Background: an optimization exercise with open tools, aiming at small area and a short achievable clock period. Do not read the settings as production practice.
Function was checked by simulation only, so behaviour that the tests miss may differ from the original.
Power figures rest on the tool's default switching activity, not on a simulated workload.

==> flow/design.v (outline; a module is shown in full before it is edited, if it fits) <==
// module FA: 9 lines
// module FA1: 8 lines
// module HA: 8 lines
// module RADD: 6 lines
// module YADD: 8 lines
// module YSEL: 48 lines
// module XOR2M: 6 lines
// module INV: 5 lines
// module G_INV: 5 lines
// module G_XOR2: 6 lines
// module G_XNOR2: 6 lines
// module G_NAND2: 6 lines
// module G_NOR2: 6 lines
// module G_AOI21: 7 lines
// module G_OAI21: 7 lines
// module G_AND2: 6 lines
// module G_OR2: 6 lines
// module G_ANDN: 6 lines
// module G_ORN: 6 lines
// module G_AO21: 7 lines
// module G_MUX2: 7 lines
// module G_MUX2I: 7 lines
// module G_MUX4: 10 lines
// module QCANDN: 13 lines
// module QCANDR: 26 lines
// module QCAND: 11 lines
// module FIR_transposed: 6020 lines
module FIR_transposed(clk, reset, noisy_signal, filtered_real);
  // ...
==> flow/flow/run.sh <==
#!/bin/bash
# Standard layout with a larger setup-repair margin and another repair move order.
bash standard.sh SETUP_SLACK_MARGIN=6.0 SETUP_MOVE_SEQUENCE=unbuffer,sizeup,swap,clone,buffer,split finish > standard.log 2>&1
==> flow/standard.sh <==
#!/bin/bash
# synth_recipe.tcl (not shown) runs the flow's synth.tcl, then flattens the netlist and writes it again
# the make line also repeats each setting of config.mk as NAME=value (left out here)
make -C /OpenROAD-flow-scripts/flow DESIGN_CONFIG=/design/flow/config.mk WORK_HOME=/design/flow/orfs CLKGATE_MAP_FILE= SYNTH_SCRIPT=/design/flow/synth_recipe.tcl "${@:-finish}"
==> flow/config.mk <==
export PLATFORM = sky130hd
export DESIGN_NAME = FIR_transposed
export DESIGN_NICKNAME = FIR_transposed
export VERILOG_FILES = /design/flow/design.v
export SDC_FILE = /design/flow/constraint.sdc
export NUM_CORES = 8
export LEC_CHECK = 0
export ABC_CLOCK_PERIOD_IN_PS = 2000
export CAP_MARGIN = 20
export CORE_MARGIN = 2
export CORE_UTILIZATION = 65
export CTS_CLUSTER_DIAMETER = 100
export CTS_CLUSTER_SIZE = 22
export SETUP_SLACK_MARGIN = 5
export SLEW_MARGIN = 20
export SYNTH_HIERARCHICAL = 1
==> flow/constraint.sdc <==
create_clock -name core_clock -period 13.0 [get_ports {clk}]
set_input_delay 2.6000 -clock core_clock [delete_from_list [all_inputs] [get_ports {clk}]]
set_output_delay 2.6000 -clock core_clock [all_outputs]
set_load 0.01 [all_outputs]
==> flow_summary.ini, run 1 <==
[outcome]
run_status = no timing/DRC/antenna violations

[synth]
synth_async_sr_flop_share_pct = 0
synth-xor-area-share_pct = 1.65
post-synth-top-count-cell = sky130_fd_sc_hd__fa_1
post_synth_and_or_nand_nor_area_fraction_pct = 6.41
ys_warn_count = 7
post_synth_main_area_contributors = sky130_fd_sc_hd__fa_1, sky130_fd_sc_hd__dfxtp_1, sky130_fd_sc_hd__nand2_1
yosysTopAreaCell = sky130_fd_sc_hd__fa_1
post_synth_mux_area_share_pct = 1.56
postSynthRegisterBits = 919
synth_edf_count = 0

[worst_setup_path]
startpoint_type = input port
startpoint = noisy_signal[9]

[clocking]
post_cts_sizing_count = 291
numCtsBuffers = 52
postCtsSetupBuffers = 19
clkSlewWorstSetupHoldPaths_ps = 90

[final_layout]
multi_input_combinational_gate_total = 3636
n_fill_cell = 7583
biggestRegsByFlops = R (32), T1a (31), T2a (31)
synthToLayoutAreaGrowth_pct = 6.49
register_bank_with_the_most_flops = R

[pwr]
clock_power_share_pct = 7.7
share_comb_of_total_power_pct = 77.8
p_sw_mw = 10.5
power.share.switching_pct = 45.7
pwr_density_cell_nw_per_um2 = 304

[routing]
detail_route.first_pass.iterations = 5
vias = 38300
detail_route.wirelength.met1_mm = 76.3

[min_path]
holdPathStages = 1

[global_routing]
met3_usage_pct = 8.19
grt_busiest_layer = met2
gr-usage-met1_pct = 51.1

[timing]
finalSetupTns_ps = 0
layout_worst_path_cycle_share_pct = 53.7
grt_setup_unrepaired = true
finalSetupViolations = 0
tightest_slew_ps = 1170

[floorplan]
placement_rows = 121
floorplan.tapcells = 1414
die_width_um = 335

[placed_design]
port_buffers = 33
==> inputs of run 2 (changes only) <==
==> flow/flow/run.sh (replaced) <==
#!/bin/bash
# Standard layout with a larger setup-repair margin and another repair move order.
bash standard.sh SETUP_SLACK_MARGIN=6.0 SETUP_MOVE_SEQUENCE=sizeup,swap,clone,split,buffer finish > standard.log 2>&1
==> flow_summary.ini, run 2 <==
[final_layout]
layoutNonFillerInstCount = 6452
biggestRegsByFlops = R (32), T1a (31), T2a (31)
n_fill_cell = 7583
layout_common_cells = sky130_fd_sc_hd__fa_1, sky130_fd_sc_hd__dfxtp_1, sky130_fd_sc_hd__nand2_1
register_bank_with_the_most_flops = R
num-nets-final = 7239
postLayoutCellArea_um2 = 75800
layout_commonest_cell = sky130_fd_sc_hd__fa_1
layout_cell_share_with_drive_strength_beyond_1_pct = 11.3
synthToLayoutAreaGrowth_pct = 6.49
largest_reg_flops = 32
final_util_pct = 69.8

[timing]
max_slew_vio_count = 0
grt_setup_unrepaired = true
tightest_slew_ps = 1170
timing.max_slew.rel_slack_pct = 21.8
hold_vio_cnt_final = 0
timing.final.crit_period_ps = 6980
layout_worst_path_cycle_share_pct = 53.7
finalSetupTns_ps = 0
clock_skew_ps = 57.3
max_freq_ghz = 0.143
post-route-worst-setup-slack_ps = 6020
finalSetupViolations = 0
worst_hold_slack_ps = 347

[floorplan]
die_area_um2 = 112000
io-pin-count = 34
initial_cell_density_of_the_core_pct = 65.5
placement_rows = 121
dieHeight_um = 335
core_um2 = 109000
die_width_um = 335

[placed_design]
worst_setup_slack_before_clock_tree_synthesis_ps = 4540
place_area_um2 = 72400
post-dp-hpwl_mm = 175
port_buffers = 33
final_wtd_congestion = 1.02
placed_cells_incl_taps = 6315

[synth]
postSynthRegisterBits = 919
leading_post_synthesis_cells_by_instance_count = sky130_fd_sc_hd__fa_1, sky130_fd_sc_hd__dfxtp_1, sky130_fd_sc_hd__nand2_1
synth_edf_count = 0
yosysSeqAreaShare_pct = 25.8
post_synth.cell_area_avg_um2 = 14.4
syn-num-nets = 7172
synth_cell_type_count = 25
synthesis.area_um2 = 71200
synth_async_sr_flop_share_pct = 0
syn_inst = 4955
synthDominantCellAreaShare_pct = 58.2
ys_warn_count = 7
post_synth_main_area_contributors = sky130_fd_sc_hd__fa_1, sky130_fd_sc_hd__dfxtp_1, sky130_fd_sc_hd__nand2_1
yosysTopAreaCell = sky130_fd_sc_hd__fa_1
postSynth.topFlopCell = sky130_fd_sc_hd__dfxtp_1
post-synth-top-count-cell = sky130_fd_sc_hd__fa_1

[global_routing]
grt_pass1_wl_mm = 299
grt_start_max_net_pins = 157
gr-usage-all-layers_pct = 38.7
grt_antenna_before_repair = 3
grt-ovfl-total = 0
first_global_vias = 44000

[pwr]
total_leakage_power_nw = 30.6
design_power_total_mw = 23.0
pwr_density_cell_nw_per_um2 = 304
power.ir.vdd_worst_mv = 1.11

[clocking]
cts.root.buffer_cell = sky130_fd_sc_hd__clkbuf_16
numCtsBuffers = 52
clkLatencyLatePin_ps = 720
clkSlewWorstSetupHoldPaths_ps = 90
cts_hold_repair.buffers = 0
tritoncts = built
cts-root-to-sink-buffers = 3
ctsHtreeMaxLevel = 2
cts.sink_count = 919

[worst_setup_path]
crit_required_ps = 10400
crit_path_end_kind = output port
worstPathMaxFanout = 7
crit_arrival_ps = 4380
startpoint_type = input port
crit_type = in2out
startpoint = noisy_signal[9]
critical_path.reg2reg.startpoint = h24[4]
r2r.worst_path.cells = 15

[routing]
count_of_antenna_violating_nets_left_after_detailed_routing = 0
totalWireLength_mm = 203
drc = 0
viasPerCell = 5.93
detail_route.first_pass.iterations = 5
initialDrtViolationCount = 3428
vias = 38300
drt-wirelength-per-cell_um = 31.5

[min_path]
hold_path.class = reg2reg
source_of_the_worst_hold_timing_path = h43[10]
holdPathStages = 1

[outcome]
run_status = no timing/DRC/antenna violations

[run]
timing.max_cap.violations = 0
[run 2: cell counts in the layout (fill, tap and decap cells not counted)]
Identical to the previous run, type by type.
[run 2: kinds of logic (layout without fill, tap and decap cells)]
| group | Yosys count | count (layout) | synth area share, % |
|---|---|---|---|
| AO/OA/AOI/OAI | 82 | 82 | 0.852 |
| XOR/XNOR | 134 | 134 | 1.65 |
| adder cells (fa/ha/maj) | 2199 | 2199 | 60.5 |
| buffers and inverters | 400 | 481 | 3.23 |
| flip-flops | 919 | 919 | 25.8 |
| multiplexers | 111 | 111 | 1.56 |
| other | 0 | 2 | 0 |
| AND/OR/NAND/NOR | 1110 | 1110 | 6.41 |
[run 2: final timing paths]
kind	end	slack, ps
worst max-delay path	filtered_real[4]	6020
worst min-delay path	h44[10]	350
worst max register to register	T2a[15]	6080
worst min register to register	h44[10]	350
[run 2: routing by layer]
metal / vias to the layer above / share of wire (%) / GRT usage [%] / wire length, um
li1: 15000 / - / - / -
met1: 20900 / 38 / 51.1 / 76300
met2: 1753 / 47 / 61.7 / 96600
met3: 562 / 8.4 / 8.19 / 17100
met4: 4 / 6.6 / 19.5 / 13400
met5: - / 0.014 / 0 / 28
[run 2: timing repair]
action | CTS | global route
setup buffers | 19 | 48
resized for setup | 291 | 283
setup endpoints to repair | 48 | 46
pin swaps | 34 | 72
[run 2: worst max-delay path, cell delays in order]
cell and delay, ps:
sky130_fd_sc_hd__buf_4 150, sky130_fd_sc_hd__xor2_2 140, sky130_fd_sc_hd__xnor2_1 210, sky130_fd_sc_hd__nand2_1 120, sky130_fd_sc_hd__a21oi_2 220, sky130_fd_sc_hd__o21ai_4 120
sky130_fd_sc_hd__a21oi_4 170, sky130_fd_sc_hd__buf_12 140, sky130_fd_sc_hd__o21ai_4 60, sky130_fd_sc_hd__buf_4 140, sky130_fd_sc_hd__mux2i_1 150, sky130_fd_sc_hd__buf_2 160
[run 2: Yosys stat by module, one instance, submodules excluded, a selection]
module	flops+latches	area, um2	copies in the design
FIR_transposed	919	24000	1
FA	0	20.0	2070
G_XOR2	0	8.76	80
G_XNOR2	0	8.76	24
G_AOI21	0	8.76	9
G_AND2	0	6.26	75
G_ORN	0	6.26	10
G_NOR2	0	3.75	34
G_INV	0	3.75	23
[run 2: final cells by class]
type                            instances  area [um2]  share of cell area [%]
Clock buffer                           54        1310                    1.73
Inverter                              290        1100                    1.45
Sequential cell                       919       18500                    24.4
Antenna cell                            2        5.00                 0.00660
Timing Repair Buffer                  123        1100                    1.46
Tap cell                             1414        1770                    2.33
Multi-Input combinational cell       3636       51800                    68.3
Clock inverter                         14         230                   0.304
[run 2: report_power, final]
part,internal (mW),switching (mW)
clock,0.767,1.01
combinational,8.55,9.37
sequential,3.19,0.139
==> inputs of run 3 (changes only) <==
==> flow/flow/run.sh (replaced) <==
#!/bin/bash
# Standard layout with a larger setup-repair margin; after the standard pin
# placement the data pins are placed again as one group (flow/pins.tcl).
set -e
R=$PWD/orfs/results/sky130hd/FIR_transposed/base
bash standard.sh SETUP_SLACK_MARGIN=6.0 $R/3_2_place_iop.odb > standard_1.log 2>&1
IOP_ODB=$R/3_2_place_iop.odb IO_PLACER_H=met3 IO_PLACER_V=met2 openroad -no_init -exit flow/pins.tcl > pins.log 2>&1
bash standard.sh SETUP_SLACK_MARGIN=6.0 finish > standard_2.log 2>&1
==> flow/flow/pins.tcl (new file) <==
# Re-place the pins of the placed design with the data ports kept together,
# input and output bits interleaved in bit order, on one edge.
read_db $::env(IOP_ODB)
set names {}
for {set i 0} {$i < 16} {incr i} {
  lappend names "noisy_signal\[$i\]" "filtered_real\[$i\]"
}
set_io_pin_constraint -pin_names $names -region right:* -group -order
place_pins -hor_layers $::env(IO_PLACER_H) -ver_layers $::env(IO_PLACER_V)
write_db $::env(IOP_ODB)
==> flow_summary.ini, run 3 <==
[worst_setup_path]
crit_top_cell = sky130_fd_sc_hd__buf_6
crit_path_cell_trace = buf_2, xor2_1, xnor2_1, nor2_1, inv_1, o21ai_2, a21oi_4, buf_12, o21ai_4, buf_6, buf_6, mux2i_4, buf_6
cp_max_delay_cell = sky130_fd_sc_hd__mux2i_4
crit_type = in2out
startpoint_type = input port
crit_arrival_ps = 4470
worstPathMaxFanout = 5
crit_required_ps = 10400
worst_path_largest_cell_delay_ps = 270
crit_path_end_kind = output port

[timing]
max_slew_vio_count = 0
timing.max_slew.rel_slack_pct = 29.9
max_freq_ghz = 0.142
finalSetupTns_ps = 0
timing.final.crit_period_ps = 7070
clock_skew_ps = 37.2
finalSetupViolations = 0
hold_vio_cnt_final = 0
grt_setup_unrepaired = true
tightest_slew_ps = 1050
layout_worst_path_cycle_share_pct = 54.4

[final_layout]
synthToLayoutAreaGrowth_pct = 6.22
layoutNonFillerInstCount = 6438
layout_common_cells = sky130_fd_sc_hd__fa_1, sky130_fd_sc_hd__dfxtp_1, sky130_fd_sc_hd__nand2_1
ff_latch_area_um2 = 18400
num-nets-final = 7227
layout_commonest_cell = sky130_fd_sc_hd__fa_1
largest_reg_flops = 32
n_fill_cell = 7699
register_bank_with_the_most_flops = R
biggestRegsByFlops = R (32), T1a (31), T2a (31)
antennaDiodeCount = 0
layout_cell_share_with_drive_strength_beyond_1_pct = 10.4
area_of_the_multi_input_gates_um2 = 51800

[clocking]
numCtsBuffers = 53
cts.root.buffer_cell = sky130_fd_sc_hd__clkbuf_16
cts.sink_count = 919
clkSlewWorstSetupHoldPaths_ps = 90
tritoncts = built
ctsHtreeMaxLevel = 2
cts-root-to-sink-buffers = 3
clkLatencyLatePin_ps = 700

[floorplan]
core_um2 = 109000
die_width_um = 335
io-pin-count = 34
placement_rows = 121
initial_cell_density_of_the_core_pct = 65.5
dieHeight_um = 335
die_area_um2 = 112000

[routing]
initialDrtViolationCount = 3061
viasPerCell = 5.84
drc = 0
totalWireLength_mm = 201
detail_route.first_pass.iterations = 5
drt-wirelength-per-cell_um = 31.3
vias = 37600
count_of_antenna_violating_nets_left_after_detailed_routing = 0

[pwr]
pwr_density_cell_nw_per_um2 = 306
power_frac_seq_pct = 14.5
total_leakage_power_nw = 30.5
power.share.switching_pct = 45.3
power.ir.vdd_worst_mv = 1.29
clock_power_share_pct = 7.9
share_comb_of_total_power_pct = 77.6
internal_power_of_the_cells_mw = 12.7
p_sw_mw = 10.5

[global_routing]
first_global_vias = 44500
met3_usage_pct = 10.9
gr-usage-all-layers_pct = 39.0
grt-ovfl-total = 0
grt_busiest_layer = met2
gr-usage-met1_pct = 50.3
grt_antenna_before_repair = 1
grt_pass1_wl_mm = 302
grt_use_met2_pct = 61.6
grt_start_max_net_pins = 122

[synth]
syn-num-nets = 7172
syn_inst = 4955
synthesis.area_um2 = 71200
postSynth.topFlopCell = sky130_fd_sc_hd__dfxtp_1
synth_async_sr_flop_share_pct = 0
synthDominantCellAreaShare_pct = 58.2
leading_post_synthesis_cells_by_instance_count = sky130_fd_sc_hd__fa_1, sky130_fd_sc_hd__dfxtp_1, sky130_fd_sc_hd__nand2_1
post-synth-top-count-cell = sky130_fd_sc_hd__fa_1
postSynthRegisterBits = 919
yosysTopAreaCell = sky130_fd_sc_hd__fa_1
synth_edf_count = 0
yosysSeqAreaShare_pct = 25.8
post_synth.cell_area_avg_um2 = 14.4
post_synth_main_area_contributors = sky130_fd_sc_hd__fa_1, sky130_fd_sc_hd__dfxtp_1, sky130_fd_sc_hd__nand2_1
synth_cell_type_count = 25
ys_warn_count = 7

[placed_design]
post-dp-hpwl_mm = 173
port_buffers = 33
final_wtd_congestion = 1.01
placed_cells_incl_taps = 6328

[run]
timing.max_cap.violations = 0

[outcome]
run_status = no timing/DRC/antenna violations

[min_path]
hold_path.class = reg2reg
==> run 3: cell types whose count changed in the layout (fill, tap and decap cells not counted), moves of 6 or more <==
cell                      change
sky130_fd_sc_hd__buf_12       -6
sky130_fd_sc_hd__buf_4        -9
sky130_fd_sc_hd__buf_6        +9
sky130_fd_sc_hd__dfxtp_1     +15
sky130_fd_sc_hd__dfxtp_4     -10
sky130_fd_sc_hd__fa_1        +28
sky130_fd_sc_hd__fa_2        -28
sky130_fd_sc_hd__mux2i_1     -10
sky130_fd_sc_hd__mux2i_4      +9
==> run 3: cell type report <==
class,count,area share (%)
Clock inverter,15,0.332
Clock buffer,54,1.77
Multi-Input combinational cell,3636,68.4
Tap cell,1414,2.34
Inverter,290,1.46
Sequential cell,919,24.4
Timing Repair Buffer,110,1.28
==> run 3: per-stage QoR <==
stage               utilization [%]  setup slack (ps)  hold WS, ps  cell area [um2]  total power [mW]
CTS                            68.7              5960          356            74700              23.2
global route                   69.6              5860          367            75600              26.0
detailed placement             66.6              4830          355            72400              20.8
global placement               66.6              4830          353            72400              20.5
floorplan                         -              5730          351            71300              17.4
finish                         69.6              5930          357            75600              23.1
==> run 3: kinds of logic after synthesis <==
| group | Yosys count | share of synthesized area, % |
|---|---|---|
| multiplexers | 111 | 1.56 |
| AO/OA/AOI/OAI | 82 | 0.852 |
| adder cells (fa/ha/maj) | 2199 | 60.5 |
| AND/OR/NAND/NOR | 1110 | 6.41 |
| buffers and inverters | 400 | 3.23 |
| flip-flops | 919 | 25.8 |
| XOR/XNOR | 134 | 1.65 |
==> run 3: what timing repair did <==
item                       4_1_cts  5_1_grt
pin swaps                       37       67
hold buffers                     0        0
gates resized for setup        337      208
setup endpoints to repair       51       45
buffers inserted                18       23
gates cloned                     0        0
==> run 3: path summary, 6_finish.rpt <==
check,startpoint,slack (ps),to,depth (start not counted)
hold reg to reg,h46[8],360,h47[8],1
setup / recovery,noisy_signal[0],5930,filtered_real[6],13
setup reg to reg,h35[12],6010,T2b[16],15
hold / removal,h46[8],360,h47[8],1
==> run 3: metal layers <==
| layer | vias to the layer above | routed length [um] |
|---|---|---|
| li1 | 15000 | - |
| met3 | 563 | 18500 |
| met2 | 1566 | 95700 |
| met4 | 2 | 12800 |
| met5 | - | 63 |
| met1 | 20500 | 74300 |
==> run 3: critical path, delay by kind of cell <==
family          cells  cell delay [ps]
buf+inv             6              700
mux                 1              270
compound gates      3              490
xor+xnor            2              290
simple gates        1              100
==> run 3: modules after synthesis, one instance, submodules excluded, excerpt <==
module | flops+latches | cell area [um2]
G_AND2 | 0 | 6.26
G_ANDN | 0 | 13.8
G_INV | 0 | 3.75
G_ORN | 0 | 6.26
HA | 0 | 12.5
INV | 0 | 3.75
==> run 3: power groups by stage <==
stage	combinational, mW	clock [mW]	sequential [mW]
global placement	17.1	0	3.41
CTS	18.0	1.87	3.35
floorplan	14.1	0	3.35
detailed placement	17.4	0	3.41
finish	18.0	1.84	3.34
global route	20.7	1.96	3.37

[separate check: timing with driven ports]
The flow's constraints put no driver on any port. The routed layouts listed below were extracted and timed again, unchanged, in two steps.
Step 1 sets driving cells, clkbuf_16 on the clock port and buf_2 on the other inputs (assumed; they add their load-dependent delay and slew).
Step 2 also shifts input and output timing later by t, the mid clock arrival at the registers, as if the neighbouring blocks saw the same clock.
Slacks: no drivers / after step 1 / after step 2; pairs: no drivers / after step 1.
| run | t, ns | slack for setup (ns) | hold WS [ns] |
|---|---|---|---|
| run 1 | 0.766 | 6.018 / 5.986 / 5.852 | 0.347 / 0.347 / 0.347 |
| run 2 | 0.766 | 6.018 / 5.986 / 5.852 | 0.347 / 0.347 / 0.347 |
| run 3 | 0.759 | 5.933 / 5.883 / 5.655 | 0.357 / 0.357 / 0.357 |
After both steps every run listed still meets setup and hold. For run 3, which loses most, drivers alone change the setup slack by -0.050 ns; drivers and shift together by -0.278 ns.
